This design comes from an exercise in tuning for small area and a short achievable clock period on the open sky130 flow, not from production work.
Function was checked by simulation only, so behaviour that the tests miss may differ from the original.
Power and IR drop assume default switching activity.

==> flow/flow/run.sh <==
#!/bin/bash
# Standard ORFS layout with buf_2 port buffers. Each stage's full tool
# output is in orfs/logs; the make output is kept in flow_make.log.
set -euo pipefail
bash standard.sh "BUFFER_PORTS_ARGS=-buffer_cell sky130_fd_sc_hd__buf_2" finish > flow_make.log 2>&1
==> flow/constraint.sdc <==
create_clock -name core_clock -period 9.0 [get_ports {Clock}]
set_input_delay 1.8000 -clock core_clock [delete_from_list [all_inputs] [get_ports {Clock}]]
set_output_delay 1.8000 -clock core_clock [all_outputs]
set_load 0.01 [all_outputs]
==> flow/standard.sh <==
#!/bin/bash
# synth_recipe.tcl (not shown) runs the flow's synth.tcl, then flattens the netlist and writes it again
# the make line also repeats each setting of config.mk as NAME=value (left out here)
make -C /OpenROAD-flow-scripts/flow DESIGN_CONFIG=/design/flow/config.mk WORK_HOME=/design/flow/orfs CLKGATE_MAP_FILE= SYNTH_SCRIPT=/design/flow/synth_recipe.tcl "${@:-finish}"
==> flow/design.v <==
`timescale 1ns / 1ps
module Register(Clock, L, ld_lo, ld_hi, inc, dec, Q);
    input wire Clock;
    input wire [15:0] L;
    input wire ld_lo, ld_hi, inc, dec;
    output reg [15:0] Q;
    wire id = inc | dec;
    wire [16:0] c;
    wire [15:0] s;
    assign s[0] = Q[0] ^ id;
    assign c[1] = Q[0] & id;
    genvar i;
    generate
        for (i = 1; i < 16; i = i + 1) begin : g_fa
            wire ci = (i == 8) ? ((inc & (&Q[7:0])) | (dec & (|Q[7:0]))) : c[i];
            assign s[i]   = Q[i] ^ dec ^ ci;
            assign c[i+1] = (Q[i] & dec) | (Q[i] & ci) | (dec & ci);
        end
    endgenerate
    always @(posedge Clock) begin
        Q[7:0]  <= ld_lo ? L[7:0]  : s[7:0];
        Q[15:8] <= ld_hi ? L[15:8] : s[15:8];
    end
endmodule
`timescale 1ns / 1ps
module Dec3to8(sel, oh);
    input wire [2:0] sel;
    output wire [7:0] oh;
    assign oh = 8'd1 << sel;
endmodule
module RdMux8(oh, d0, d1, d2, d3, d4, d5, d6, d7, out);
    input wire [7:0] oh;
    input wire [15:0] d0, d1, d2, d3, d4, d5, d6, d7;
    output wire [15:0] out;
    assign out = ({16{oh[0]}} & d0) | ({16{oh[1]}} & d1) | ({16{oh[2]}} & d2) | ({16{oh[3]}} & d3) |
                 ({16{oh[4]}} & d4) | ({16{oh[5]}} & d5) | ({16{oh[6]}} & d6) | ({16{oh[7]}} & d7);
endmodule
module RegLoadDec(MuxSel, FunSel, slo, shi, s_hl, s_sx, ld_lo, ld_hi, inc, dec);
    input wire [1:0] MuxSel;
    input wire [2:0] FunSel;
    output wire [3:0] slo;    
    output wire [2:0] shi;    
    output wire s_hl, s_sx;   
    output wire ld_lo, ld_hi, inc, dec;
    wire [3:0] ms = 4'd1 << MuxSel;
    wire f_clr = (FunSel == 3'b011);
    wire f_ld  = (FunSel == 3'b010);
    assign slo = ms & {4{~f_clr}};
    assign shi = {ms[3], ms[1], ms[0]} & {3{f_ld}};
    assign s_hl = (FunSel == 3'b110);
    assign s_sx = (FunSel == 3'b111);
    assign inc   = (FunSel == 3'b001);
    assign dec   = (FunSel == 3'b000);
    assign ld_lo = (FunSel[2] | FunSel[1]) & ~s_hl;                
    assign ld_hi = (FunSel[2] | FunSel[1]) & (FunSel != 3'b101);   
endmodule
module RegLoadMux(ALUOut, OutC, MemOut, IROut, slo, shi, s_hl, s_sx, L);
    input wire [15:0] ALUOut, OutC, IROut;
    input wire [7:0] MemOut;
    input wire [3:0] slo;
    input wire [2:0] shi;
    input wire s_hl, s_sx;
    output wire [15:0] L;
    wire [7:0] J = ({8{slo[0]}} & ALUOut[7:0]) | ({8{slo[1]}} & OutC[7:0]) |
                   ({8{slo[2]}} & MemOut)      | ({8{slo[3]}} & IROut[7:0]);
    assign L[7:0]  = J;
    assign L[15:8] = ({8{shi[0]}} & ALUOut[15:8]) | ({8{shi[1]}} & OutC[15:8]) |
                     ({8{shi[2]}} & IROut[15:8]) | ({8{s_hl}} & J) | {8{s_sx & J[7]}};
endmodule
module RegLoadCtl(ALUOut, OutC, MemOut, IROut, MuxSel, FunSel, L, ld_lo, ld_hi, inc, dec);
    input wire [15:0] ALUOut, OutC, IROut;
    input wire [7:0] MemOut;
    input wire [1:0] MuxSel;
    input wire [2:0] FunSel;
    output wire [15:0] L;
    output wire ld_lo, ld_hi, inc, dec;
    wire [3:0] slo;
    wire [2:0] shi;
    wire s_hl, s_sx;
    RegLoadDec d(.MuxSel(MuxSel), .FunSel(FunSel), .slo(slo), .shi(shi), .s_hl(s_hl), .s_sx(s_sx),
                 .ld_lo(ld_lo), .ld_hi(ld_hi), .inc(inc), .dec(dec));
    RegLoadMux m(.ALUOut(ALUOut), .OutC(OutC), .MemOut(MemOut), .IROut(IROut),
                 .slo(slo), .shi(shi), .s_hl(s_hl), .s_sx(s_sx), .L(L));
endmodule
module RegisterFile(L, ld_lo, ld_hi, inc, dec, OutASel, OutBSel, RegSel, ScrSel, Clock, OutA, OutB);
    input wire [15:0] L;
    input wire ld_lo, ld_hi, inc, dec;
    input wire [2:0] OutASel, OutBSel;
    input wire [3:0] RegSel, ScrSel;
    input wire Clock;
    output wire [15:0] OutA, OutB;
    wire [7:0] en = ~{RegSel, ScrSel};
    wire [15:0] Q [0:7];
    genvar r;
    generate
        for (r = 0; r < 8; r = r + 1) begin : g_r
            Register R(.Clock(Clock), .L(L), .ld_lo(en[7-r] & ld_lo), .ld_hi(en[7-r] & ld_hi),
                       .inc(en[7-r] & inc), .dec(en[7-r] & dec), .Q(Q[r]));
        end
    endgenerate
    wire [7:0] ohA, ohB;
    Dec3to8 decA(.sel(OutASel), .oh(ohA));
    Dec3to8 decB(.sel(OutBSel), .oh(ohB));
    RdMux8 muxA(.oh(ohA), .d0(Q[0]), .d1(Q[1]), .d2(Q[2]), .d3(Q[3]), .d4(Q[4]), .d5(Q[5]), .d6(Q[6]), .d7(Q[7]), .out(OutA));
    RdMux8 muxB(.oh(ohB), .d0(Q[0]), .d1(Q[1]), .d2(Q[2]), .d3(Q[3]), .d4(Q[4]), .d5(Q[5]), .d6(Q[6]), .d7(Q[7]), .out(OutB));
endmodule
`timescale 1ns / 1ps
module RdMux3(oh, d0, d1, d2, out);
    input wire [2:0] oh;
    input wire [15:0] d0, d1, d2;
    output wire [15:0] out;
    assign out = ({16{oh[0]}} & d0) | ({16{oh[1]}} & d1) | ({16{oh[2]}} & d2);
endmodule
module AddressRegisterFile(L, ld_lo, ld_hi, inc, dec, OutCSel, OutDSel, RegSel, Clock, OutC, OutD);
    input wire [15:0] L;
    input wire ld_lo, ld_hi, inc, dec;
    input wire [1:0] OutCSel, OutDSel;
    input wire [2:0] RegSel;
    input wire Clock;
    output wire [15:0] OutC, OutD;
    wire [2:0] en = ~RegSel;  
    wire [15:0] QPC, QAR, QSP;
    Register PC(.Clock(Clock), .L(L), .ld_lo(en[2] & ld_lo), .ld_hi(en[2] & ld_hi),
                .inc(en[2] & inc), .dec(en[2] & dec), .Q(QPC));
    Register AR(.Clock(Clock), .L(L), .ld_lo(en[1] & ld_lo), .ld_hi(en[1] & ld_hi),
                .inc(en[1] & inc), .dec(en[1] & dec), .Q(QAR));
    Register SP(.Clock(Clock), .L(L), .ld_lo(en[0] & ld_lo), .ld_hi(en[0] & ld_hi),
                .inc(en[0] & inc), .dec(en[0] & dec), .Q(QSP));
    wire [2:0] ohC = {OutCSel == 2'b11, OutCSel == 2'b10, ~OutCSel[1]};
    wire [2:0] ohD = {OutDSel == 2'b11, OutDSel == 2'b10, ~OutDSel[1]};
    RdMux3 muxC(.oh(ohC), .d0(QPC), .d1(QAR), .d2(QSP), .out(OutC));
    RdMux3 muxD(.oh(ohD), .d0(QPC), .d1(QAR), .d2(QSP), .out(OutD));
endmodule
`timescale 1ns / 1ps
module InstructionRegister(I, Write, LH, Clock, IROut);
    input wire [7:0] I;
    input wire Write, LH, Clock;
    output reg [15:0] IROut;
    always @(posedge Clock) begin
        if (Write & ~LH) IROut[7:0]  <= I;
        if (Write &  LH) IROut[15:8] <= I;
    end
endmodule
`timescale 1ns / 1ps
module AluGT(A, B, sub, ng, nt);
    input wire [15:0] A, B;
    input wire sub;
    output wire [15:0] ng, nt;
    wire [15:0] Bx = B ^ {16{sub}};
    assign ng = ~(A & Bx);
    assign nt = ~(A | Bx);
endmodule
module KSLevel #(parameter D = 1, parameter INV = 1) (gi, pi, go, po);
    input wire [16:0] gi, pi;
    output wire [16:0] go, po;
    genvar i;
    generate
        for (i = 0; i < 17; i = i + 1) begin : g_bit
            if (i >= D) begin : g_node
                if (INV) begin : g_inv    
                    assign go[i] = ~(gi[i] & (pi[i] | gi[i-D]));
                    assign po[i] = ~(pi[i] | pi[i-D]);
                end else begin : g_true   
                    assign go[i] = ~(gi[i] | (pi[i] & gi[i-D]));
                    assign po[i] = ~(pi[i] & pi[i-D]);
                end
            end else begin : g_pass
                assign go[i] = ~gi[i];
                assign po[i] = ~pi[i];
            end
        end
    endgenerate
endmodule
module AluX(A, B, t, s_shl, s_shr, lsb, msb16, msb8, w, X);
    input wire [15:0] A, B;
    input wire [3:0] t;
    input wire s_shl, s_shr, lsb, msb16, msb8, w;
    output wire [15:0] X;
    wire [15:0] u = (B & {16{t[3]}}) | (~B & {16{t[2]}});    
    wire [15:0] v = (B & {16{t[1]}}) | (~B & {16{t[0]}});    
    wire [15:0] lg = (A & u) | (~A & v);
    wire [15:0] shl = {A[14:0], lsb};
    wire [15:0] shr = {msb16, A[15:9], w ? A[8] : msb8, A[7:1]};
    wire [15:0] m = {{8{w}}, 8'hff};
    assign X = m & (lg | ({16{s_shl}} & shl) | ({16{s_shr}} & shr));
endmodule
module AluDec(FunSel, C, A7, A0, A15, t, s_add, s_shl, s_shr, lsb, msb16, msb8, sub, ncin, k);
    input wire [4:0] FunSel;
    input wire C, A7, A0, A15;
    output reg [3:0] t;
    output wire s_add, s_shl, s_shr, lsb, msb16, msb8, sub, ncin;
    output wire [1:0] k;     
    wire w = FunSel[4];
    wire [3:0] op = FunSel[3:0];
    always @(*) begin
        case (op)
            4'd0:  t = 4'b1100;  
            4'd1:  t = 4'b1010;  
            4'd2:  t = 4'b0011;  
            4'd3:  t = 4'b0101;  
            4'd7:  t = 4'b1000;  
            4'd8:  t = 4'b1110;  
            4'd9:  t = 4'b0110;  
            4'd10: t = 4'b0111;  
            4'd4, 4'd5: t = 4'b0110;  
            4'd6:  t = 4'b1001;  
            default: t = 4'b0000;
        endcase
    end
    assign sub   = (op == 4'd6);
    assign s_add = (op == 4'd4) | (op == 4'd5) | sub;
    assign s_shl = (op == 4'd11) | (op == 4'd14);
    assign s_shr = (op == 4'd12) | (op == 4'd13) | (op == 4'd15);
    assign lsb   = (op == 4'd14) & (w ? C : A7);                  
    assign msb16 = (op == 4'd13) ? A15 : ((op == 4'd15) & C);     
    assign msb8  = (op == 4'd13) ? A7  : ((op == 4'd15) & A0);    
    assign ncin  = ~(sub | ((op == 4'd5) & C));
    assign k     = {s_add & w, s_add};
endmodule
module AluSel(c, X, k, r);
    input wire [15:0] c, X;
    input wire [1:0] k;
    output wire [15:0] r;
    assign r = X ^ (c & {{8{k[1]}}, {8{k[0]}}});
endmodule
module AluFlags(A, B, FunSel, c8, c16, r, F, Fn);
    input wire [15:0] A, B, r;
    input wire [4:0] FunSel;
    input wire c8, c16;
    input wire [3:0] F;      
    output wire [3:0] Fn;
    wire w = FunSel[4];
    wire [3:0] op = FunSel[3:0];
    wire sub = (op == 4'd6);
    wire s_add = (op == 4'd4) | (op == 4'd5) | sub;
    wire s_shl = (op == 4'd11) | (op == 4'd14);
    wire s_shr = (op == 4'd12) | (op == 4'd13) | (op == 4'd15);
    wire cout = w ? c16 : c8;
    wire am = w ? A[15] : A[7];
    wire bm = (w ? B[15] : B[7]) ^ sub;
    wire rm = w ? r[15] : r[7];
    wire Zn = ~|r;
    wire Cn = s_add ? (cout ^ sub) : s_shl ? am : s_shr ? A[0] : F[2];
    wire Nn = (op == 4'd13) ? F[1] : rm;
    wire On = s_add ? ((am == bm) & (rm != am)) : F[0];
    assign Fn = {Zn, Cn, Nn, On};
endmodule
module ArithmeticLogicUnit(A, B, FunSel, WF, Clock, ALUOut, FlagsOut);
    input wire [15:0] A, B;
    input wire [4:0] FunSel;
    input wire WF, Clock;
    output wire [15:0] ALUOut;
    output reg [3:0] FlagsOut;    
    wire [3:0] t;
    wire s_add, s_shl, s_shr, lsb, msb16, msb8, sub, ncin;
    wire [1:0] k;
    AluDec dec(.FunSel(FunSel), .C(FlagsOut[2]), .A7(A[7]), .A0(A[0]), .A15(A[15]), .t(t),
               .s_add(s_add), .s_shl(s_shl), .s_shr(s_shr), .lsb(lsb), .msb16(msb16), .msb8(msb8),
               .sub(sub), .ncin(ncin), .k(k));
    wire [15:0] ng, nt;
    AluGT gt(.A(A), .B(B), .sub(sub), .ng(ng), .nt(nt));
    wire [16:0] g0, p0, g1, p1, g2, p2, g3, p3, g4, p4, c, p5;
    assign g0 = {ng, ncin};
    assign p0 = {nt, 1'b1};
    KSLevel #(.D(1),  .INV(1)) l0(.gi(g0), .pi(p0), .go(g1), .po(p1));
    KSLevel #(.D(2),  .INV(0)) l1(.gi(g1), .pi(p1), .go(g2), .po(p2));
    KSLevel #(.D(4),  .INV(1)) l2(.gi(g2), .pi(p2), .go(g3), .po(p3));
    KSLevel #(.D(8),  .INV(0)) l3(.gi(g3), .pi(p3), .go(g4), .po(p4));
    KSLevel #(.D(16), .INV(1)) l4(.gi(g4), .pi(p4), .go(c),  .po(p5));
    wire [15:0] X;
    AluX x(.A(A), .B(B), .t(t), .s_shl(s_shl), .s_shr(s_shr), .lsb(lsb),
           .msb16(msb16), .msb8(msb8), .w(FunSel[4]), .X(X));
    AluSel sel(.c(c[15:0]), .X(X), .k(k), .r(ALUOut));
    wire [3:0] Fn;
    AluFlags fl(.A(A), .B(B), .FunSel(FunSel), .c8(c[8]), .c16(c[16]), .r(ALUOut), .F(FlagsOut), .Fn(Fn));
    always @(posedge Clock)
        if (WF) FlagsOut <= Fn;
endmodule
`timescale 1ns / 1ps
module ArithmeticLogicUnitSystem(
    RF_OutASel, RF_OutBSel, RF_FunSel, RF_RegSel, RF_ScrSel,
    ALU_FunSel, ALU_WF,
    ARF_OutCSel, ARF_OutDSel, ARF_FunSel, ARF_RegSel,
    IR_LH, IR_Write,
    MemOut,
    MuxASel, MuxBSel, MuxCSel, Clock,
    OutA, OutB, ALUOut, Flags_out, OutC, Address, IROut, MuxCOut);
    input wire [2:0] RF_OutASel, RF_OutBSel, RF_FunSel;
    input wire [3:0] RF_RegSel, RF_ScrSel;
    output wire [15:0] OutA, OutB;
    input wire [4:0] ALU_FunSel;
    input wire ALU_WF;
    output wire [15:0] ALUOut;
    output wire [3:0] Flags_out;
    input wire [1:0] ARF_OutCSel, ARF_OutDSel;
    input wire [2:0] ARF_FunSel, ARF_RegSel;
    output wire [15:0] OutC;
    input wire IR_LH;
    input wire IR_Write;
    output wire [15:0] IROut;
    output wire [15:0] Address;
    input wire [7:0] MemOut;
    input wire [1:0] MuxASel;
    input wire [1:0] MuxBSel;
    input wire MuxCSel;
    output wire [7:0] MuxCOut;
    input wire Clock;
    assign MuxCOut = MuxCSel ? ALUOut[15:8] : ALUOut[7:0];
    ArithmeticLogicUnit ALU(.A(OutA), .B(OutB), .FunSel(ALU_FunSel), .WF(ALU_WF), .Clock(Clock),
                            .ALUOut(ALUOut), .FlagsOut(Flags_out));
    InstructionRegister IR(.I(MemOut), .Write(IR_Write), .LH(IR_LH), .Clock(Clock), .IROut(IROut));
    wire [15:0] LA;
    wire a_lo, a_hi, a_inc, a_dec;
    RegLoadCtl ctlA(.ALUOut(ALUOut), .OutC(OutC), .MemOut(MemOut), .IROut(IROut), .MuxSel(MuxASel),
                    .FunSel(RF_FunSel), .L(LA), .ld_lo(a_lo), .ld_hi(a_hi), .inc(a_inc), .dec(a_dec));
    RegisterFile RF(.L(LA), .ld_lo(a_lo), .ld_hi(a_hi), .inc(a_inc), .dec(a_dec),
                    .OutASel(RF_OutASel), .OutBSel(RF_OutBSel), .RegSel(RF_RegSel), .ScrSel(RF_ScrSel),
                    .Clock(Clock), .OutA(OutA), .OutB(OutB));
    wire [15:0] LB;
    wire b_lo, b_hi, b_inc, b_dec;
    RegLoadCtl ctlB(.ALUOut(ALUOut), .OutC(OutC), .MemOut(MemOut), .IROut(IROut), .MuxSel(MuxBSel),
                    .FunSel(ARF_FunSel), .L(LB), .ld_lo(b_lo), .ld_hi(b_hi), .inc(b_inc), .dec(b_dec));
    AddressRegisterFile ARF(.L(LB), .ld_lo(b_lo), .ld_hi(b_hi), .inc(b_inc), .dec(b_dec),
                            .OutCSel(ARF_OutCSel), .OutDSel(ARF_OutDSel), .RegSel(ARF_RegSel),
                            .Clock(Clock), .OutC(OutC), .OutD(Address));
endmodule
==> flow/config.mk <==
export PLATFORM = sky130hd
export DESIGN_NAME = ArithmeticLogicUnitSystem
export DESIGN_NICKNAME = ArithmeticLogicUnitSystem
export VERILOG_FILES = /design/flow/design.v
export SDC_FILE = /design/flow/constraint.sdc
export NUM_CORES = 4
export LEC_CHECK = 0
export CAP_MARGIN = 20
export CORE_MARGIN = 2
export CORE_UTILIZATION = 40
export SETUP_SLACK_MARGIN = 3.0
export SLEW_MARGIN = 20
export SYNTH_HIERARCHICAL = 1
==> flow_summary_export.csv, run 1 <==
group,metric,value,unit
setup_path,ff2ff_path_depth,12,
pwr,peakVddDrop,0.137,mV
setup_path,path_delay_family,"simple AND/OR/NAND/NOR gates",
yosys,syn_nets,1757,
sta,fin_tns_setup,0,ps
setup_path,reg2reg_from,"ARF.PC.Q[3]",
pwr,power.leakage,8.81,nW
drt,ant_nets,0,
final_layout,multi_input_area,0.0120,mm2
grt,antenna_found_initial,1,
yosys,yosys_warnings,11,
drt,vias_per_cell,6.14,
setup_path,arrival,4620,ps
sta,skew,13.7,ps
worst_hold_path,min-delay-start,"ALU.FlagsOut[1]",
setup_path,slowest_delay,330,ps
clock_network,worstSkewPairLatency,500,ps
floorplan,pin_count,157,
drt,routed_wl,59.2,mm
drt,drc,0,
grt,grt_pass1_vias,13900,
sta,slew-limit-headroom,28.4,%
sta,rsz0062_at_grt,"true",
final_layout,n_fill_cell,3614,
drt,first_pass_iters,8,
floorplan,chipWidth,205,um
placement,io_buffers,156,
final_layout,layout_commonest_cell,"dfxtp_1",
sta,hold_ws,598,ps
final_layout,nets,1994,
flow_run,maxCapViolations,0,
sta,setup_violations,0,
grt,grt_max_degree,19,
final_layout,layout_common_cells,"dfxtp_1, mux2_2, fa_1, a22oi_1, buf_2",
sta,timing.fmax,156,MHz
yosys,avgSynthCellArea,10.5,um2
clock_network,htreeDepth,4,
setup_path,worstReg2RegEnd,"ARF.PC.Q[15]",
yosys,netlist_instances,1549,
floorplan,fp.coreArea,0.0399,mm2
floorplan,start_util,40.7,%
clock_network,clk_pin_slew,70,ps
worst_hold_path,hold_end,"ALU.FlagsOut[1]",
final_layout,register_area,0.00412,mm2
setup_path,cp-end-kind,"output pin",
setup_path,crit_type,"in -> out",
drt,dr.first_iter.drc_count,1601,
clock_network,cts_hold_buf,0,
sta,drv_slew,0,
clock_network,cts_num_sinks,196,
setup_path,r2r_slack,4650,ps
final_layout,drive_above_1_share,41.9,%
grt,grt_pass1_wl,87.9,mm
clock_network,numCtsBuffers,17,
drt,vias,14300,
sta,hold_violations,0,
placement,dp_hpwl,44.2,mm
setup_path,crit_slowest_cell,"nand4_1",
clock_network,clk_path_buf_depth,2,
clock_network,root_buffer,"clkbuf_16",
worst_hold_path,min_path_type,"reg -> reg",
setup_path,crit_required,7200,ps
setup_path,critPathMaxFanout,6,
grt,grt_overflow_total,0,
worst_hold_path,whs_path_depth,1,
final_layout,area_delta_synth_final,22.8,%
run_status,status,"no timing/DRC/antenna violations",
pwr,power_density,257,mW/mm2
sta,min_period,6420,ps
floorplan,die-area,0.0422,mm2
placement,place.gp.congestion,0.985,
yosys,syn_area,0.0162,mm2
clock_network,cts_tree,"yes",
grt,grt.total_usage,28.2,%
setup_path,start_kind,"input port",
sta,finalCritPeriodShare,71.3,%
floorplan,rows,73,
setup_path,worstPathCellList,"buf_12 -> and3b_2 -> buf_12 -> a22oi_2 -> nand4_1 -> xor2_2 -> nor2_2 -> nor2_1 -> nand2_1 -> o21ai_1 -> a21oi_2 -> inv_1 -> nand2_1 -> xnor2_1 -> buf_4 -> mux2_4 -> buf_6",
floorplan,die_y,205,um
drt,wire_per_inst,25.5,um
sta,worst_pin_slew,1070,ps
setup_path,path_buf_inv,5,
==> worst max path at each step <==
stage	to	cells past startpoint	start
global route	MuxCOut[7]	18	RF_OutBSel[1]
detailed placement	MuxCOut[6]	15	RF_OutBSel[1]
CTS	MuxCOut[6]	16	RF_OutBSel[1]
global placement	MuxCOut[6]	15	RF_OutBSel[1]
floorplan	MuxCOut[7]	15	RF_OutBSel[2]
finish	MuxCOut[7]	17	RF_OutBSel[2]
==> through the flow <==
stage	area (um2)	power, mW	setup slack, ps	instances	utilization, %
global placement	17100	3.63	1480	2152	42.8
finish	19900	5.13	2580	2325	50.0
detailed placement	17100	3.71	1520	2152	42.8
CTS	19300	4.91	2740	2289	48.4
global route	19900	5.42	2460	2325	50.0
floorplan	16300	2.91	3010	1549	-
==> where the power goes <==
group,internal (mW),switching (mW)
Combinational,1.23,1.32
Sequential,1.22,0.550
Clock,0.415,0.399
==> layer usage <==
| metal | track usage [%] | wire length, um |
|---|---|---|
| met5 | 0 | 0 |
| met2 | 44.3 | 27100 |
| met3 | 6.68 | 5260 |
| met4 | 11.0 | 2150 |
| met1 | 37.6 | 24700 |
==> registers in the layout, indices dropped and copies added (netlist names) <==
register	flops
IR.IROut	16
ALU.FlagsOut	4
ARF.AR.Q	16
RF.g_r.R.Q	128
ARF.SP.Q	16
ARF.PC.Q	16
==> what timing repair did <==
action                                  CTS  global route
pin swaps                                72            58
endpoints found under the hold margin     0             0
resized for setup                       146            87
endpoints found under the setup margin   24            24
cloned                                    6             3
setup buffers                            99            32
==> worst reg2reg max path: cells and delay by family, from the launching register on <==
family / cells / cell delay [ps]
compound gates: 2 / 250
xor+xnor: 2 / 330
fa+ha+maj: 7 / 2880
flops: 1 / 360
simple gates: 1 / 370
==> layout make-up <==
cell class / count / area share [%]
Antenna cell: 1 / 0.0126
Clock buffer: 17 / 2.13
Clock inverter: 15 / 0.866
Inverter: 70 / 1.32
Tap cell: 525 / 3.29
Timing Repair Buffer: 308 / 11.6
Multi-Input combinational cell: 1193 / 60.1
Sequential cell: 196 / 20.7
==> inputs of run 2 (changes only) <==
--- a/flow/config.mk
+++ b/flow/config.mk
@@ -8,6 +8,7 @@
 export CAP_MARGIN = 20
 export CORE_MARGIN = 2
 export CORE_UTILIZATION = 40
+export CTS_BUF_LIST = sky130_fd_sc_hd__clkbuf_4 sky130_fd_sc_hd__clkbuf_8
 export SETUP_SLACK_MARGIN = 3.0
 export SLEW_MARGIN = 20
 export SYNTH_HIERARCHICAL = 1
==> run 2 against run 1 <==
  * Cell area down 2.3%
  * First-iteration DRC count grew 5.3%
  * Maximum frequency is 0.24% higher
  * Cell count down 0.69%
  * Register-to-register slack got worse by 20 ps
  * Clock power decreased by 23%
  * Critical path depth stayed put
  * Non-clock buffer count down 13
  * Clock skew up 7.9 ps
  * Worst setup slack improved by 15 ps
  * Flip-flop and latch count unchanged
  * Sequential power hardly changed
  * Largest power group unchanged
==> flow_summary_export.csv, run 2 <==
group,metric,value,unit
run_status,status,"no timing/DRC/antenna violations",
clock_network,numCtsBuffers,17,
placement,io_buffers,156,
sta,drv_slew,0,
sta,rsz0062_at_grt,"true",
drt,drc,0,
sta,setup_violations,0,
placement,dp.cells,2152,
grt,met2_usage,44.3,%
sta,fin_ws,2600,ps
sta,worst_pin_slew,1110,ps
yosys,avgSynthCellArea,10.5,um2
floorplan,chipWidth,205,um
grt,grt_max_degree,19,
floorplan,die_y,205,um
pwr,power_density,249,mW/mm2
setup_path,slowest_delay,340,ps
sta,hold_ws,604,ps
sta,fin_tns_setup,0,ps
floorplan,fp.coreArea,0.0399,mm2
clock_network,clk_pin_slew,100,ps
sta,finalCritPeriodShare,71.1,%
final_layout,layout_common_cells,"dfxtp_1, mux2_2, fa_1, a22oi_1, buf_2",
setup_path,start_kind,"input port",
setup_path,critPathMaxFanout,12,
placement,dp_hpwl,44.2,mm
sta,timing.fmax,156,MHz
final_layout,fin_cells,2309,
placement,dp_slack,1520,ps
pwr,peakVddDrop,0.123,mV
floorplan,pin_count,157,
grt,use_met3,5.92,%
setup_path,cp-end-kind,"output pin",
final_layout,top_register,"RF.g_r.R.Q",
setup_path,crit_type,"in -> out",
drt,dr.first_iter.drc_count,1686,
grt,busiest_layer,"met2",
drt,vias_per_cell,6.14,
grt,grt_pass1_vias,13800,
final_layout,n_fill_cell,3658,
final_layout,nets,1979,
yosys,netlist_instances,1549,
grt,grt.total_usage,28.1,%
placement,place.gp.congestion,0.985,
setup_path,crit_required,7200,ps
final_layout,largest_reg_flops,128,
sta,hold_violations,0,
clock_network,root_buffer,"clkbuf_8",
drt,first_pass_iters,10,
yosys,syn_nets,1757,
sta,slew-limit-headroom,25.8,%
sta,skew,21.6,ps
final_layout,drive_above_1_share,39.8,%
final_layout,diodes,0,
floorplan,die-area,0.0422,mm2
sta,min_period,6400,ps
drt,ant_nets,0,
final_layout,area_delta_synth_final,20.0,%
setup_path,path_buf_inv,6,
yosys,syn_area,0.0162,mm2
drt,routed_wl,58.7,mm
clock_network,cts_num_sinks,196,
clock_network,cts_tree,"yes",
grt,grt_use_met1,37.8,%
worst_hold_path,min_path_type,"reg -> reg",
final_layout,layout_commonest_cell,"dfxtp_1",
clock_network,worstSkewPairLatency,570,ps
drt,vias,14200,
pwr,power.leakage,8.62,nW
final_layout,fin_area,0.0195,mm2
final_layout,finish.utilization,48.8,%
yosys,yosys_warnings,11,
grt,grt_pass1_wl,87.6,mm
setup_path,worstPathCellList,"buf_12 -> nor3b_4 -> buf_12 -> a22oi_2 -> nand4_1 -> xor2_1 -> nor2_2 -> nor2_2 -> nand2_1 -> o21ai_2 -> inv_1 -> inv_1 -> nand2_1 -> xnor2_1 -> buf_4 -> mux2_4 -> buf_6",
placement,post_dp_cell_area,0.0171,mm2
clock_network,clk_path_buf_depth,2,
flow_run,maxCapViolations,0,
drt,wire_per_inst,25.4,um
setup_path,arrival,4600,ps
setup_path,crit_slowest_cell,"xor2_1",
clock_network,htreeDepth,4,
setup_path,path_delay_family,"simple AND/OR/NAND/NOR gates",
clock_network,cts_hold_buf,0,
grt,antenna_found_initial,0,
pwr,power,4.86,mW
floorplan,rows,73,
floorplan,start_util,40.7,%
grt,grt_overflow_total,0,
## run 2: final timing paths
kind                    from              end  slack, ps  cells past startpoint
max reg2reg      ARF.AR.Q[3]     ARF.AR.Q[15]       4630                     12
min          ALU.FlagsOut[1]  ALU.FlagsOut[1]        600                      1
min reg2reg  ALU.FlagsOut[1]  ALU.FlagsOut[1]        600                      1
max            RF_OutBSel[1]       MuxCOut[6]       2600                     17
## run 2: cell type report
class,instances,area [um2],area share [%]
multi-input cells,1191,11900,60.9
flip-flops and latches,196,4120,21.2
repair buffers,295,2180,11.2
well taps,525,657,3.37
inverters,70,263,1.35
clock buffers,17,234,1.20
clock inverters,15,173,0.886
## run 2: routing by layer
metal,wire length [um],vias up
li1,-,6148
met1,24300,7191
met2,27000,731
met3,5570,110
met4,1920,0
met5,0,-
## run 2: where the power goes
part | internal (mW) | switching (mW) | leakage, nW
combinational | 1.17 | 1.29 | 6.77
clock | 0.252 | 0.376 | 0.188
sequential | 1.21 | 0.550 | 1.66
total | 2.64 | 2.22 | 8.62
## run 2: timing repair
item | 4_1_cts | 5_1_grt
pin swaps | 72 | 37
buffers inserted | 99 | 20
endpoints found under the hold margin | 0 | 0
gates cloned | 6 | 0
resized for setup | 146 | 41
endpoints found under the setup margin | 24 | 24
==> inputs of run 3 (changes only) <==
--- a/flow/design.v
+++ b/flow/design.v
@@ -217,6 +217,16 @@
     assign ncin  = ~(sub | ((op == 4'd5) & C));
     assign k     = {s_add & w, s_add};
 endmodule
+module AluMuxC(c, X, k, sel, out);
+    input wire [15:0] c, X;
+    input wire [1:0] k;
+    input wire sel;
+    output wire [7:0] out;
+    wire [7:0] Xs = sel ? X[15:8] : X[7:0];
+    wire [7:0] cs = sel ? c[15:8] : c[7:0];
+    wire ks = sel ? k[1] : k[0];
+    assign out = Xs ^ (cs & {8{ks}});
+endmodule
 module AluSel(c, X, k, r);
     input wire [15:0] c, X;
     input wire [1:0] k;
@@ -245,12 +255,13 @@
     wire On = s_add ? ((am == bm) & (rm != am)) : F[0];
     assign Fn = {Zn, Cn, Nn, On};
 endmodule
-module ArithmeticLogicUnit(A, B, FunSel, WF, Clock, ALUOut, FlagsOut);
+module ArithmeticLogicUnit(A, B, FunSel, WF, Clock, MuxCSel, ALUOut, FlagsOut, MuxCOut);
     input wire [15:0] A, B;
     input wire [4:0] FunSel;
-    input wire WF, Clock;
+    input wire WF, Clock, MuxCSel;
     output wire [15:0] ALUOut;
     output reg [3:0] FlagsOut;    
+    output wire [7:0] MuxCOut;
     wire [3:0] t;
     wire s_add, s_shl, s_shr, lsb, msb16, msb8, sub, ncin;
     wire [1:0] k;
@@ -271,6 +282,7 @@
     AluX x(.A(A), .B(B), .t(t), .s_shl(s_shl), .s_shr(s_shr), .lsb(lsb),
            .msb16(msb16), .msb8(msb8), .w(FunSel[4]), .X(X));
     AluSel sel(.c(c[15:0]), .X(X), .k(k), .r(ALUOut));
+    AluMuxC mc(.c(c[15:0]), .X(X), .k(k), .sel(MuxCSel), .out(MuxCOut));
     wire [3:0] Fn;
     AluFlags fl(.A(A), .B(B), .FunSel(FunSel), .c8(c[8]), .c16(c[16]), .r(ALUOut), .F(FlagsOut), .Fn(Fn));
     always @(posedge Clock)
@@ -305,9 +317,8 @@
     input wire MuxCSel;
     output wire [7:0] MuxCOut;
     input wire Clock;
-    assign MuxCOut = MuxCSel ? ALUOut[15:8] : ALUOut[7:0];
     ArithmeticLogicUnit ALU(.A(OutA), .B(OutB), .FunSel(ALU_FunSel), .WF(ALU_WF), .Clock(Clock),
-                            .ALUOut(ALUOut), .FlagsOut(Flags_out));
+                            .MuxCSel(MuxCSel), .ALUOut(ALUOut), .FlagsOut(Flags_out), .MuxCOut(MuxCOut));
     InstructionRegister IR(.I(MemOut), .Write(IR_Write), .LH(IR_LH), .Clock(Clock), .IROut(IROut));
     wire [15:0] LA;
     wire a_lo, a_hi, a_inc, a_dec;
--- a/flow/config.mk
+++ b/flow/config.mk
@@ -8,7 +8,7 @@
 export CAP_MARGIN = 20
 export CORE_MARGIN = 2
 export CORE_UTILIZATION = 40
-export CTS_BUF_LIST = sky130_fd_sc_hd__clkbuf_4 sky130_fd_sc_hd__clkbuf_8
+export CTS_BUF_LIST = sky130_fd_sc_hd__clkbuf_8
 export SETUP_SLACK_MARGIN = 3.0
 export SLEW_MARGIN = 20
 export SYNTH_HIERARCHICAL = 1
==> run 3 against run 2 <==
  * Combinational power rose by 2%
  * Sequential share of layout area fell by 0.18 points
  * Cell count up 1.2%
  * Still clean
  * Non-clock buffer count is 14 lower
  * Critical path depth shrank 8
  * Clock skew rose by 3.2 ps
  * Die area is 1.1% higher
  * Register-to-register slack better by 30 ps
  * Maximum frequency is 2.5% higher
==> flow_summary_export.csv, run 3 <==
group,metric,value,unit
run_status,status,"no timing/DRC/antenna violations",
sta,slew-limit-headroom,23.8,%
clock_network,worstSkewPairLatency,540,ps
setup_path,crit_type,"in -> out",
pwr,p_sw_share,47.4,%
setup_path,start_kind,"input port",
clock_network,clk_path_buf_depth,2,
grt,grt_pass1_vias,14000,
clock_network,cts_hold_buf,0,
final_layout,largest_reg_flops,128,
drt,vias,14400,
drt,routed_wl,60.4,mm
drt,ant_nets,0,
pwr,combPwrFrac,51.7,%
pwr,p_switching,2.31,mW
setup_path,crit_slowest_cell,"mux4_2",
setup_path,cp-end-kind,"output pin",
worst_hold_path,whs_path_depth,1,
clock_network,cts_num_sinks,196,
drt,wire_per_inst,25.9,um
clock_network,numCtsBuffers,17,
clock_network,cts_tree,"yes",
setup_path,slowest_delay,600,ps
floorplan,rows,74,
yosys,netlist_instances,1584,
floorplan,die-area,0.0427,mm2
sta,timing.fmax,160,MHz
sta,skew,24.8,ps
yosys,syn_area,0.0164,mm2
drt,dr.first_iter.drc_count,1604,
pwr,power,4.88,mW
placement,io_buffers,156,
final_layout,area_delta_synth_final,19.7,%
sta,drv_slew,0,
floorplan,fp.coreArea,0.0406,mm2
grt,grt_max_degree,19,
pwr,power.leakage,8.60,nW
clock_network,clk_pin_slew,120,ps
final_layout,fin_area,0.0196,mm2
clock_network,root_buffer,"clkbuf_8",
clock_network,htreeDepth,4,
pwr,pwr-share-clk,11.8,%
drt,first_pass_iters,10,
grt,grt_overflow_total,0,
setup_path,worstPathCellList,"buf_12 -> and3b_2 -> a22oi_1 -> nand4_1 -> mux4_2 -> o21a_1 -> xor2_1 -> mux2i_1 -> buf_2",
floorplan,die_y,207,um
sta,rsz0062_at_grt,"true",
sta,hold_violations,0,
sta,worst_pin_slew,1140,ps
final_layout,nets,1998,
sta,setup_violations,0,
floorplan,start_util,40.4,%
setup_path,ff2ff_path_depth,12,
placement,place.gp.congestion,1.00,
sta,fin_tns_setup,0,ps
grt,antenna_found_initial,3,
final_layout,layout_common_cells,"dfxtp_1, mux2_2, fa_1, buf_2, a22oi_1",
setup_path,worstReg2RegEnd,"RF.g_r[4].R.Q[15]",
final_layout,top_register,"RF.g_r.R.Q",
flow_run,maxCapViolations,0,
final_layout,layout_commonest_cell,"dfxtp_1",
worst_hold_path,hold_end,"ALU.FlagsOut[1]",
floorplan,chipWidth,207,um
pwr,power_density,248,mW/mm2
grt,grt.total_usage,28.3,%
drt,vias_per_cell,6.16,
setup_path,r2r_slack,4660,ps
pwr,peakVddDrop,0.187,mV
pwr,pwr-share-seq,36.5,%
setup_path,crit_required,7200,ps
worst_hold_path,min-delay-start,"ALU.FlagsOut[1]",
drt,drc,0,
final_layout,drive_above_1_share,41.2,%
yosys,avgSynthCellArea,10.4,um2
sta,min_period,6240,ps
pwr,internal_power,2.57,mW
placement,post_dp_cell_area,0.0172,mm2
sta,finalCritPeriodShare,69.4,%
placement,dp_hpwl,44.8,mm
setup_path,critPathMaxFanout,8,
setup_path,reg2reg_from,"RF.g_r[4].R.Q[2]",
worst_hold_path,min_path_type,"reg -> reg",
setup_path,arrival,4440,ps
grt,grt_pass1_wl,89.5,mm
yosys,yosys_warnings,11,
floorplan,pin_count,157,
yosys,syn_nets,1792,
-- run 3: how the worst max path moves through the flow --
stage | startpoint | cells after the start | endpoint | slack, ps
5_1_grt | RF_OutBSel[2] | 17 | MuxCOut[6] | 2660
6_report | RF_OutBSel[1] | 9 | MuxCOut[7] | 2760
2_1_floorplan | RF_OutASel[2] | 10 | ALUOut[7] | 3200
3_5_place_dp | RF_OutASel[0] | 13 | ALUOut[8] | 1780
3_3_place_gp | RF_OutASel[2] | 13 | ALUOut[8] | 1590
4_1_cts | RF_OutBSel[1] | 15 | MuxCOut[6] | 2840
-- run 3: area by class of cell --
class | instances | area [um2]
Fill cell | 3746 | 21000
Multi-Input combinational cell | 1224 | 12300
Sequential cell | 196 | 4120
Timing Repair Buffer | 281 | 1970
Tap cell | 532 | 666
Inverter | 70 | 263
Clock buffer | 18 | 248
Clock inverter | 14 | 120
Antenna cell | 1 | 2.50
-- run 3: timing repair --
action                     in CTS  in global routing
buffers inserted               93                 21
setup endpoints to repair      24                 26
pin swaps                      71                 47
cloned                          5                  1
resized for setup             146                106
-- run 3: stage by stage --
| stage | hold WS (ps) | instances | worst slack [ps] | util, % |
|---|---|---|---|---|
| floorplan | 631 | 1584 | 3200 | - |
| detailed placement | 569 | 2183 | 1780 | 42.3 |
| finish | 597 | 2336 | 2760 | 48.3 |
| global route | 635 | 2335 | 2660 | 48.3 |
| global placement | 561 | 2183 | 1590 | 42.3 |
| CTS | 598 | 2313 | 2840 | 46.9 |
-- run 3: critical path: cells and delay by family --
kind / cells / cell delay, ps
AOI/OAI and AO/OA: 2 / 620
muxes: 2 / 790
xor gates and xnor gates: 1 / 190
buffers and inverters: 2 / 280
and+or+nand+nor: 2 / 760
-- run 3: per-layer routing --
metal | track usage [%] | vias to the layer above | wire length (um)
li1 | - | 6216 | -
met1 | 37.6 | 7190 | 24700
met2 | 44.8 | 795 | 27400
met3 | 6.48 | 180 | 5240
met4 | 11.2 | 0 | 3100
met5 | 0 | - | 0
-- run 3: power by group through the flow --
stage	Clock, mW	Sequential, mW	Combinational [mW]
after detailed placement	0	1.77	1.97
after global placement	0	1.77	1.91
final	0.576	1.78	2.52
after floorplan	0	1.59	1.34
after CTS	0.587	1.76	2.29
after global routing	0.617	1.85	2.71
==> inputs of run 4 (changes only) <==
--- a/flow/config.mk
+++ b/flow/config.mk
@@ -8,7 +8,7 @@
 export CAP_MARGIN = 20
 export CORE_MARGIN = 2
 export CORE_UTILIZATION = 40
-export CTS_BUF_LIST = sky130_fd_sc_hd__clkbuf_8
-export SETUP_SLACK_MARGIN = 3.0
+export CTS_BUF_LIST = sky130_fd_sc_hd__clkbuf_4 sky130_fd_sc_hd__clkbuf_8
+export SETUP_SLACK_MARGIN = 3.6
 export SLEW_MARGIN = 20
 export SYNTH_HIERARCHICAL = 1
==> run 4 against run 3 <==
  * Clock power rose by 11%
  * Sequential power about the same
  * Still clean
  * Critical endpoint is now MuxCOut[6]
  * Via count increased by 1.6%
  * Synthesized cell count is the same
  * Area after synthesis is the same
  * Global-route usage fell by 0.40 points
  * Largest power group unchanged
==> flow_summary_export.csv, run 4 <==
group,metric,value,unit
run_status,status,"no timing/DRC/antenna violations",
clock_network,numCtsBuffers,17,
drt,vias_per_cell,6.13,
pwr,peakVddDrop,0.110,mV
clock_network,root_buffer,"clkbuf_8",
final_layout,diodes,0,
final_layout,layout_commonest_cell,"dfxtp_1",
sta,slew-limit-headroom,26.3,%
floorplan,die_y,207,um
clock_network,cts_tree,"yes",
grt,grt_pass1_wl,88.5,mm
grt,grt.total_usage,27.9,%
drt,wire_per_inst,25.3,um
pwr,p_sw_share,46.5,%
setup_path,r2r_slack,4760,ps
grt,grt_pass1_vias,14000,
pwr,pwr-share-seq,35.9,%
pwr,pwr-share-clk,12.7,%
worst_hold_path,min_path_type,"reg -> reg",
clock_network,clk_pin_slew,110,ps
setup_path,path_delay_family,"compound AO/OA/AOI/OAI gates",
sta,worst_pin_slew,1100,ps
final_layout,area_delta_synth_final,24.6,%
placement,place.gp.congestion,0.956,
sta,hold_violations,0,
clock_network,worstSkewPairLatency,540,ps
sta,fin_tns_setup,0,ps
grt,grt_max_degree,19,
sta,finalCritPeriodShare,68.8,%
final_layout,layout_common_cells,"dfxtp_1, mux2_2, buf_4, buf_2, a22oi_1",
sta,min_period,6190,ps
drt,vias,14600,
yosys,yosys_warnings,11,
sta,drv_slew,0,
grt,antenna_found_initial,1,
pwr,internal_power,2.67,mW
sta,timing.fmax,162,MHz
drt,dr.first_iter.drc_count,1560,
pwr,power,5.00,mW
clock_network,htreeDepth,4,
setup_path,slowest_delay,250,ps
floorplan,pin_count,157,
sta,setup_violations,0,
drt,routed_wl,60.4,mm
setup_path,crit_slowest_cell,"o21ai_2",
setup_path,worstPathCellList,"buf_12 -> nor3b_4 -> buf_12 -> buf_4 -> a22oi_1 -> nand4_1 -> buf_6 -> xor2_2 -> nand2_2 -> o21ai_2 -> a21oi_2 -> o21ai_4 -> a21oi_2 -> inv_2 -> nand2_2 -> xor2_1 -> mux2i_1 -> buf_2",
setup_path,crit_required,7200,ps
setup_path,critPathMaxFanout,7,
final_layout,nets,2048,
clock_network,cts_num_sinks,196,
floorplan,fp.coreArea,0.0406,mm2
sta,hold_ws,606,ps
drt,first_pass_iters,7,
sta,rsz0062_at_grt,"true",
setup_path,start_kind,"input port",
pwr,power.leakage,8.79,nW
pwr,power_density,244,mW/mm2
floorplan,die-area,0.0427,mm2
setup_path,crit_type,"in -> out",
yosys,netlist_instances,1584,
placement,dp.cells,2179,
grt,grt_overflow_total,0,
setup_path,path_buf_inv,6,
pwr,combPwrFrac,51.4,%
yosys,syn_nets,1792,
setup_path,cp-end-kind,"output pin",
floorplan,rows,74,
floorplan,start_util,40.4,%
floorplan,chipWidth,207,um
clock_network,clk_path_buf_depth,2,
drt,ant_nets,0,
final_layout,top_register,"RF.g_r.R.Q",
yosys,syn_area,0.0164,mm2
placement,dp_hpwl,44.4,mm
pwr,p_switching,2.33,mW
placement,io_buffers,156,
setup_path,arrival,4390,ps
flow_run,maxCapViolations,0,
sta,skew,22.7,ps
drt,drc,0,
final_layout,largest_reg_flops,128,
final_layout,drive_above_1_share,47.0,%
final_layout,fin_cells,2384,
final_layout,finish.utilization,50.3,%
yosys,avgSynthCellArea,10.4,um2
## run 4: repair_timing
action / in CTS / in global routing
gates cloned: 6 / 1
pin swaps: 107 / 72
buffers inserted: 121 / 46
resized for setup: 171 / 117
setup endpoints to repair: 150 / 89
hold buffers: 0 / 0
## run 4: worst paths after layout
kind              startpoint              end  cells past startpoint
max            RF_OutBSel[1]       MuxCOut[6]                     18
min          ALU.FlagsOut[1]  ALU.FlagsOut[1]                      1
max reg2reg      ARF.AR.Q[3]     ARF.AR.Q[15]                     12
min reg2reg  ALU.FlagsOut[1]  ALU.FlagsOut[1]                      1
## run 4: per-layer routing
layer | routed length [um] | vias to the layer above | track usage [%]
met5 | 13 | - | 0
li1 | - | 6315 | -
met4 | 1650 | 2 | 8.39
met3 | 5170 | 108 | 5.16
met2 | 28000 | 740 | 44.7
met1 | 25500 | 7452 | 38.5
## run 4: area by class of cell
class	count	area [um2]
Clock buffer	18	248
Sequential cell	196	4120
Multi-Input combinational cell	1226	12600
Tap cell	532	666
Fill cell	3728	20200
Clock inverter	13	163
Inverter	70	263
Timing Repair Buffer	329	2390
## run 4: metrics by stage
stage	area (um2)	setup slack [ps]
2_1_floorplan	16700	3250
3_3_place_gp	17400	1780
3_5_place_dp	17500	1920
4_1_cts	19600	2870
5_1_grt	20500	2650
6_report	20500	2810
## run 4: power groups by stage
stage                     registers, mW  logic (mW)  clock network, mW
after floorplan                    1.60        1.39                  0
after global placement             1.77        1.94                  0
after detailed placement           1.78        1.99                  0
after CTS                          1.78        2.34              0.646
after global routing               1.85        2.77              0.675
final                              1.79        2.57              0.637
==> inputs of run 5 (changes only) <==
--- a/flow/config.mk
+++ b/flow/config.mk
@@ -9,6 +9,6 @@
 export CORE_MARGIN = 2
 export CORE_UTILIZATION = 40
 export CTS_BUF_LIST = sky130_fd_sc_hd__clkbuf_4 sky130_fd_sc_hd__clkbuf_8
-export SETUP_SLACK_MARGIN = 3.6
+export SETUP_SLACK_MARGIN = 2.8
 export SLEW_MARGIN = 20
 export SYNTH_HIERARCHICAL = 1
==> run 5 against run 4 <==
  * First-iteration DRC count is 9.9% higher
  * Die area stayed put
  * Clock skew rose by 2.0 ps
  * Global-route usage grew 0.063 points
  * Count of clock-buffer cells in the layout rose by 1
  * Highest routed layer is now met4
==> flow_summary_export.csv, run 5 <==
group,metric,value,unit
placement,io_buffers,156,
sta,finalCritPeriodShare,70.2,%
floorplan,pin_count,157,
grt,use_met3,6.03,%
final_layout,drive_above_1_share,38.2,%
grt,met2_usage,43.7,%
grt,grt_max_degree,19,
clock_network,numCtsBuffers,17,
sta,timing.fmax,158,MHz
yosys,syn_nets,1792,
placement,dp_hpwl,44.8,mm
worst_hold_path,min_path_type,"reg -> reg",
drt,drc,0,
floorplan,fp.coreArea,0.0406,mm2
setup_path,slowest_delay,350,ps
grt,grt_pass1_wl,88.4,mm
grt,antenna_found_initial,3,
setup_path,path_delay_family,"simple AND/OR/NAND/NOR gates",
grt,grt_overflow_total,0,
drt,vias,14200,
clock_network,cts_num_sinks,196,
sta,drv_slew,0,
setup_path,crit_type,"in -> out",
setup_path,crit_slowest_cell,"nand4_1",
sta,hold_violations,0,
grt,grt_pass1_vias,13800,
floorplan,die_y,207,um
floorplan,chipWidth,207,um
grt,busiest_layer,"met2",
setup_path,path_buf_inv,3,
floorplan,rows,74,
drt,wire_per_inst,25.7,um
pwr,peakVddDrop,0.183,mV
sta,worst_pin_slew,1140,ps
final_layout,top_register,"RF.g_r.R.Q",
grt,grt.total_usage,28.0,%
placement,place.gp.congestion,1.00,
drt,ant_nets,0,
drt,vias_per_cell,6.13,
clock_network,cts_tree,"yes",
grt,grt_use_met1,37.7,%
floorplan,die-area,0.0427,mm2
drt,dr.first_iter.drc_count,1715,
sta,setup_violations,0,
final_layout,finish.utilization,47.5,%
sta,fin_tns_setup,0,ps
final_layout,largest_reg_flops,128,
clock_network,clk_pin_slew,120,ps
setup_path,critPathMaxFanout,16,
setup_path,worstPathCellList,"buf_12 -> and3_4 -> a22oi_1 -> nand4_1 -> xor2_2 -> nor2_4 -> o21ai_2 -> a21oi_2 -> o21ai_1 -> a21oi_1 -> inv_1 -> nand2_1 -> xor2_1 -> mux2i_1 -> buf_2",
final_layout,n_fill_cell,3792,
yosys,netlist_instances,1584,
sta,rsz0062_at_grt,"true",
setup_path,arrival,4510,ps
final_layout,layout_common_cells,"dfxtp_1, mux2_2, buf_2, fa_1, a22oi_1",
final_layout,nets,1982,
flow_run,maxCapViolations,0,
clock_network,htreeDepth,4,
final_layout,fin_cells,2320,
sta,skew,24.8,ps
final_layout,layout_commonest_cell,"dfxtp_1",
placement,dp.cells,2183,
clock_network,root_buffer,"clkbuf_8",
setup_path,start_kind,"input port",
sta,min_period,6310,ps
pwr,power.leakage,8.49,nW
setup_path,crit_required,7200,ps
floorplan,start_util,40.4,%
final_layout,area_delta_synth_final,17.7,%
setup_path,r2r_slack,4630,ps
clock_network,worstSkewPairLatency,540,ps
pwr,power_density,245,mW/mm2
yosys,yosys_warnings,11,
yosys,avgSynthCellArea,10.4,um2
drt,first_pass_iters,8,
clock_network,clk_path_buf_depth,2,
yosys,syn_area,0.0164,mm2
setup_path,cp-end-kind,"output pin",
drt,routed_wl,59.6,mm
run_status,status,"no timing/DRC/antenna violations",
sta,slew-limit-headroom,24.0,%
## run 5: report_power, final
part / internal [mW] / switching (mW) / leakage [nW] / total [mW]
combinational: 1.08 / 1.31 / 6.65 / 2.38
sequential: 1.21 / 0.563 / 1.66 / 1.78
clock: 0.210 / 0.368 / 0.187 / 0.578
## run 5: final timing paths
kind,startpoint,end,cells after the start
setup reg to reg,RF.g_r[4].R.Q[2],RF.g_r[4].R.Q[15],12
setup / recovery,RF_OutBSel[0],MuxCOut[3],15
hold / removal,ALU.FlagsOut[1],ALU.FlagsOut[1],1
hold reg to reg,ALU.FlagsOut[1],ALU.FlagsOut[1],1
## run 5: what timing repair did
| item | 4_1_cts | 5_1_grt |
|---|---|---|
| hold buffers | 0 | 0 |
| resized for setup | 83 | 98 |
| setup endpoints to repair | 24 | 24 |
| buffers inserted | 75 | 23 |
| pin swaps | 55 | 37 |
| cloned | 3 | 3 |
## run 5: per-layer routing
| layer | vias up | share of wire (%) |
|---|---|---|
| met4 | 0 | 4.6 |
| met2 | 754 | 46 |
| met1 | 7141 | 41 |
| met3 | 140 | 8.5 |
| li1 | 6183 | - |
| met5 | - | 0 |
## run 5: per-stage QoR
| step | total power [mW] | hold slack (ps) | instance area, um2 | setup WS, ps |
|---|---|---|---|---|
| after floorplan | 2.92 | 631 | 16400 | 3200 |
| after global placement | 3.68 | 561 | 17200 | 1590 |
| after detailed placement | 3.74 | 569 | 17200 | 1780 |
| after CTS | 4.54 | 598 | 18700 | 2770 |
| after global routing | 5.03 | 636 | 19300 | 2570 |
| final | 4.74 | 597 | 19300 | 2690 |
## run 5: layout make-up
type / instances / area (um2) / share of cell area [%]
clock inverters: 13 / 116 / 0.602
repair buffers: 266 / 1830 / 9.45
flip-flops and latches: 196 / 4120 / 21.4
diodes: 1 / 2.50 / 0.0130
well taps: 532 / 666 / 3.45
inverters: 70 / 263 / 1.36
clock buffers: 19 / 255 / 1.32
multi-input cells: 1223 / 12100 / 62.5
## run 5: worst register-to-register path, delay by kind of cell (launching register included)
family | cells | cell delay, ps
AND/OR/NAND/NOR | 1 | 340
AO/OA/AOI/OAI | 2 | 340
XOR/XNOR | 2 | 310
adder cells (fa/ha/maj) | 7 | 2900
flip-flops | 1 | 420
==> inputs of run 6 (changes only) <==
--- a/flow/config.mk
+++ b/flow/config.mk
@@ -9,6 +9,7 @@
 export CORE_MARGIN = 2
 export CORE_UTILIZATION = 40
 export CTS_BUF_LIST = sky130_fd_sc_hd__clkbuf_4 sky130_fd_sc_hd__clkbuf_8
-export SETUP_SLACK_MARGIN = 2.8
+export CTS_CLUSTER_SIZE = 12
+export SETUP_SLACK_MARGIN = 3.0
 export SLEW_MARGIN = 20
 export SYNTH_HIERARCHICAL = 1
==> run 6 against run 5 <==
  * Area after synthesis stayed put
  * Hold slack better by 1.2 ps
  * Wire length is 1.1% higher
  * Critical path type unchanged
==> flow_summary_export.csv, run 6 <==
group,metric,value,unit
floorplan,start_util,40.4,%
clock_network,root_buffer,"clkbuf_8",
placement,dp_hpwl,44.8,mm
placement,post_dp_cell_area,0.0172,mm2
floorplan,fp.coreArea,0.0406,mm2
sta,min_period,6240,ps
clock_network,cts_num_sinks,196,
pwr,peakVddDrop,0.187,mV
yosys,syn_nets,1792,
sta,rsz0062_at_grt,"true",
yosys,netlist_instances,1584,
grt,grt_overflow_total,0,
floorplan,rows,74,
grt,grt_pass1_wl,89.6,mm
floorplan,die_y,207,um
final_layout,nets,1998,
sta,slew-limit-headroom,26.0,%
clock_network,worstSkewPairLatency,540,ps
grt,grt_pass1_vias,14100,
setup_path,critPathMaxFanout,8,
setup_path,crit_required,7200,ps
drt,vias,14300,
final_layout,largest_reg_flops,128,
setup_path,crit_type,"in -> out",
floorplan,chipWidth,207,um
clock_network,cts_hold_buf,0,
placement,io_buffers,156,
drt,ant_nets,0,
setup_path,path_delay_family,"compound AO/OA/AOI/OAI gates",
final_layout,area_delta_synth_final,19.0,%
setup_path,arrival,4440,ps
grt,busiest_layer,"met2",
setup_path,cp-end-kind,"output pin",
setup_path,path_buf_inv,3,
pwr,power.leakage,8.57,nW
final_layout,layout_common_cells,"dfxtp_1, mux2_2, buf_2, fa_1, a22oi_1",
final_layout,layout_commonest_cell,"dfxtp_1",
clock_network,htreeDepth,4,
sta,worst_pin_slew,1110,ps
yosys,yosys_warnings,11,
setup_path,worstPathCellList,"buf_12 -> and3b_4 -> a22oi_2 -> nand4_1 -> xor2_2 -> nand2_2 -> o21ai_2 -> a21oi_2 -> o21ai_2 -> a21oi_1 -> inv_1 -> nand2_1 -> xor2_1 -> mux2i_1 -> buf_2",
setup_path,start_kind,"input port",
floorplan,pin_count,157,
run_status,status,"no timing/DRC/antenna violations",
grt,antenna_found_initial,3,
floorplan,die-area,0.0427,mm2
final_layout,drive_above_1_share,41.0,%
sta,setup_violations,0,
sta,fin_ws,2760,ps
drt,wire_per_inst,25.8,um
clock_network,numCtsBuffers,17,
grt,use_met3,6.25,%
grt,grt.total_usage,28.4,%
drt,drc,0,
sta,finalCritPeriodShare,69.3,%
grt,met2_usage,45.0,%
sta,timing.fmax,160,MHz
grt,grt_max_degree,19,
clock_network,clk_pin_slew,120,ps
setup_path,slowest_delay,310,ps
yosys,syn_area,0.0164,mm2
drt,dr.first_iter.drc_count,1731,
setup_path,crit_slowest_cell,"xor2_2",
flow_run,maxCapViolations,0,
grt,grt_use_met1,37.6,%
drt,first_pass_iters,9,
sta,hold_ws,598,ps
clock_network,cts_tree,"yes",
placement,dp_slack,1780,ps
setup_path,crit_top_cell,"o21ai_2",
worst_hold_path,min_path_type,"reg -> reg",
final_layout,top_register,"RF.g_r.R.Q",
clock_network,clk_path_buf_depth,2,
pwr,power,4.85,mW
sta,hold_violations,0,
pwr,power_density,248,mW/mm2
drt,routed_wl,60.3,mm
yosys,avgSynthCellArea,10.4,um2
drt,vias_per_cell,6.14,
sta,skew,24.4,ps
sta,drv_slew,0,
final_layout,fin_area,0.0195,mm2
placement,place.gp.congestion,1.00,
sta,fin_tns_setup,0,ps
-- run 6: worst paths after layout --
path	from	to	slack [ps]	depth (start not counted)
max reg2reg	RF.g_r[4].R.Q[2]	RF.g_r[4].R.Q[15]	4630	12
min	ALU.FlagsOut[1]	ALU.FlagsOut[1]	600	1
min reg2reg	ALU.FlagsOut[1]	ALU.FlagsOut[1]	600	1
max	RF_OutBSel[1]	MuxCOut[7]	2760	15
-- run 6: routing by layer --
metal | part of all wire, % | wire length (um)
met5 | 0 | 0
met4 | 4.5 | 2730
met3 | 8.5 | 5150
met2 | 46 | 27700
met1 | 41 | 24700
-- run 6: layout make-up --
type / count / area [um2]
well taps: 532 / 666
diodes: 1 / 2.50
flip-flops and latches: 196 / 4120
clock inverters: 13 / 116
multi-input cells: 1223 / 12200
inverters: 70 / 263
clock buffers: 19 / 255
repair buffers: 282 / 1960
fillers: 3770 / 21100
-- run 6: power by group --
group / switching (mW) / total [mW] / internal, mW
logic: 1.36 / 2.50 / 1.14
clock network: 0.366 / 0.576 / 0.210
registers: 0.567 / 1.78 / 1.21
-- run 6: metrics by stage --
step	util [%]	cells
after detailed placement	42.3	2183
after CTS	46.9	2313
after floorplan	-	1584
final	48.1	2336
after global routing	48.1	2335
after global placement	42.3	2183
-- run 6: worst register-to-register path, stage by stage, from the launching register on --
cell and delay, ps:
dfxtp_1 410, nor4_1 330, a2bb2oi_1 170, fa_1 430
fa_1 460, fa_1 410, fa_1 400, fa_1 410
fa_1 410, fa_1 390, xor2_1 180, xnor2_1 120
o21ai_0 180
-- run 6: repair_timing --
action	4_1_cts	5_1_grt
pin swaps	71	45
buffers inserted	93	22
resized for setup	146	87
endpoints found under the setup margin	24	27
cloned	5	0
==> inputs of run 7 (changes only) <==
--- a/flow/config.mk
+++ b/flow/config.mk
@@ -9,7 +9,7 @@
 export CORE_MARGIN = 2
 export CORE_UTILIZATION = 40
 export CTS_BUF_LIST = sky130_fd_sc_hd__clkbuf_4 sky130_fd_sc_hd__clkbuf_8
-export CTS_CLUSTER_SIZE = 12
+export CTS_CLUSTER_DIAMETER = 25
 export SETUP_SLACK_MARGIN = 3.0
 export SLEW_MARGIN = 20
 export SYNTH_HIERARCHICAL = 1
==> run 7 against run 6 <==
  * Flip-flop and latch count stayed put
  * Die area stayed put
  * Register-to-register slack hardly changed
  * Critical endpoint unchanged
  * Highest routed layer unchanged
==> flow_summary_export.csv, run 7 <==
group,metric,value,unit
yosys,yosys_warnings,11,
floorplan,die_y,207,um
final_layout,top_register,"RF.g_r.R.Q",
grt,grt_pass1_wl,89.6,mm
drt,drc,0,
yosys,syn_area,0.0164,mm2
final_layout,area_delta_synth_final,19.0,%
setup_path,ff2ff_path_depth,12,
setup_path,crit_required,7200,ps
yosys,netlist_instances,1584,
clock_network,cts_num_sinks,196,
drt,vias,14300,
pwr,power.leakage,8.57,nW
final_layout,layout_common_cells,"dfxtp_1, mux2_2, buf_2, fa_1, a22oi_1",
floorplan,pin_count,157,
floorplan,rows,74,
clock_network,cts_tree,"yes",
floorplan,chipWidth,207,um
worst_hold_path,min_path_type,"reg -> reg",
sta,worst_pin_slew,1110,ps
drt,first_pass_iters,9,
sta,fin_ws,2760,ps
final_layout,layout_commonest_cell,"dfxtp_1",
setup_path,cp-end-kind,"output pin",
drt,ant_nets,0,
floorplan,start_util,40.4,%
pwr,power,4.85,mW
setup_path,crit_type,"in -> out",
setup_path,worstReg2RegEnd,"RF.g_r[4].R.Q[15]",
sta,min_period,6240,ps
drt,vias_per_cell,6.14,
sta,rsz0062_at_grt,"true",
sta,finalCritPeriodShare,69.3,%
worst_hold_path,hold_end,"ALU.FlagsOut[1]",
sta,timing.fmax,160,MHz
final_layout,n_fill_cell,3770,
sta,slew-limit-headroom,26.0,%
grt,grt_pass1_vias,14100,
drt,dr.first_iter.drc_count,1731,
final_layout,nets,1998,
grt,antenna_found_initial,3,
drt,routed_wl,60.3,mm
setup_path,start_kind,"input port",
pwr,power_density,248,mW/mm2
grt,grt.total_usage,28.4,%
run_status,status,"no timing/DRC/antenna violations",
sta,setup_violations,0,
yosys,avgSynthCellArea,10.4,um2
yosys,syn_nets,1792,
clock_network,worstSkewPairLatency,540,ps
final_layout,largest_reg_flops,128,
setup_path,arrival,4440,ps
clock_network,clk_path_buf_depth,2,
sta,skew,24.4,ps
worst_hold_path,min-delay-start,"ALU.FlagsOut[1]",
final_layout,finish.utilization,48.1,%
setup_path,critPathMaxFanout,8,
placement,dp.cells,2183,
sta,hold_ws,598,ps
placement,io_buffers,156,
worst_hold_path,whs_path_depth,1,
final_layout,fin_area,0.0195,mm2
floorplan,die-area,0.0427,mm2
final_layout,fin_cells,2336,
pwr,peakVddDrop,0.187,mV
sta,hold_violations,0,
setup_path,reg2reg_from,"RF.g_r[4].R.Q[2]",
final_layout,multi_input_area,0.0122,mm2
clock_network,clk_pin_slew,120,ps
clock_network,numCtsBuffers,17,
grt,grt_max_degree,19,
placement,place.gp.congestion,1.00,
sta,drv_slew,0,
placement,dp_slack,1780,ps
flow_run,maxCapViolations,0,
sta,fin_tns_setup,0,ps
placement,dp_hpwl,44.8,mm
final_layout,register_area,0.00412,mm2
placement,post_dp_cell_area,0.0172,mm2
clock_network,htreeDepth,4,
setup_path,r2r_slack,4630,ps
floorplan,fp.coreArea,0.0406,mm2
grt,grt_overflow_total,0,
clock_network,root_buffer,"clkbuf_8",
drt,wire_per_inst,25.8,um
final_layout,drive_above_1_share,41.0,%
==> run 7: power by group <==
part | leakage, nW | internal, mW | switching, mW
clock network | 0.187 | 0.210 | 0.366
registers | 1.66 | 1.21 | 0.567
logic | 6.72 | 1.14 | 1.36
==> run 7: worst max path at each step <==
| stage | cells after the start | end | startpoint |
|---|---|---|---|
| floorplan | 10 | ALUOut[7] | RF_OutASel[2] |
| global placement | 13 | ALUOut[8] | RF_OutASel[2] |
| detailed placement | 13 | ALUOut[8] | RF_OutASel[0] |
| CTS | 15 | MuxCOut[6] | RF_OutBSel[1] |
| global route | 15 | MuxCOut[7] | RF_OutBSel[0] |
| finish | 15 | MuxCOut[7] | RF_OutBSel[1] |
==> run 7: worst max-delay path, cell delays in order <==
cell and delay (ps):
buf_12 110, and3b_4 250, a22oi_2 280, nand4_1 290
xor2_2 310, nand2_2 140, o21ai_2 230, a21oi_2 80
o21ai_2 160, a21oi_1 90, inv_1 80, nand2_1 70
xor2_1 160, mux2i_1 200, buf_2 170
==> run 7: timing repair <==
action	CTS	global route
endpoints found under the hold margin	0	0
hold buffers	0	0
gates cloned	5	0
pin swaps	71	45
resized for setup	146	87
endpoints found under the setup margin	24	27
setup buffers	93	22
==> run 7: final cells by class <==
class                   count  area share, %
clock buffers              19           1.31
multi-input cells        1223           62.2
clock inverters            13          0.596
well taps                 532           3.41
diodes                      1         0.0128
repair buffers            282           10.0
flip-flops and latches    196           21.1
inverters                  70           1.34
==> run 7: metal layers <==
layer  routed length [um]  share of wire [%]  vias to the layer above  global-route usage (%)
met4                 2730                4.5                        0                    11.4
met2                27700                 46                      787                    45.0
met3                 5150                8.5                      150                    6.25
met5                    0                  0                        -                       0
li1                     -                  -                     6217                       -
met1                24700                 41                     7187                    37.6

## port drivers added, routing unchanged
The flow's constraints put no driver on any port. The routed layouts listed below were extracted and timed again, unchanged, in two steps.
Step 1 assumes that a clkbuf_16 drives the clock port and a buf_2 every other input.
Step 2 also shifts input and output timing later by t, the mid clock arrival at the registers, as if the neighbouring blocks saw the same clock.
a / b / c = no drivers / after step 1 / after step 2; a / b = the first two.
run	t, ns	setup slack, ns	hold slack, ns	worst slew at a driven data input, ns
run 1	0.551	2.584 / 2.413 / 2.413	0.598 / 0.598 / 0.598	0.20
run 2	0.617	2.600 / 2.471 / 2.471	0.604 / 0.604 / 0.604	0.20
run 3	0.583	2.756 / 2.626 / 2.593	0.597 / 0.597 / 0.597	0.16
run 4	0.583	2.808 / 2.741 / 2.741	0.606 / 0.606 / 0.606	0.09
run 5	0.584	2.686 / 2.556 / 2.556	0.597 / 0.597 / 0.597	0.15
run 6	0.581	2.764 / 2.619 / 2.590	0.598 / 0.598 / 0.598	0.16
run 7	0.581	2.764 / 2.619 / 2.590	0.598 / 0.598 / 0.598	0.16
After both steps every run listed still meets setup and hold.
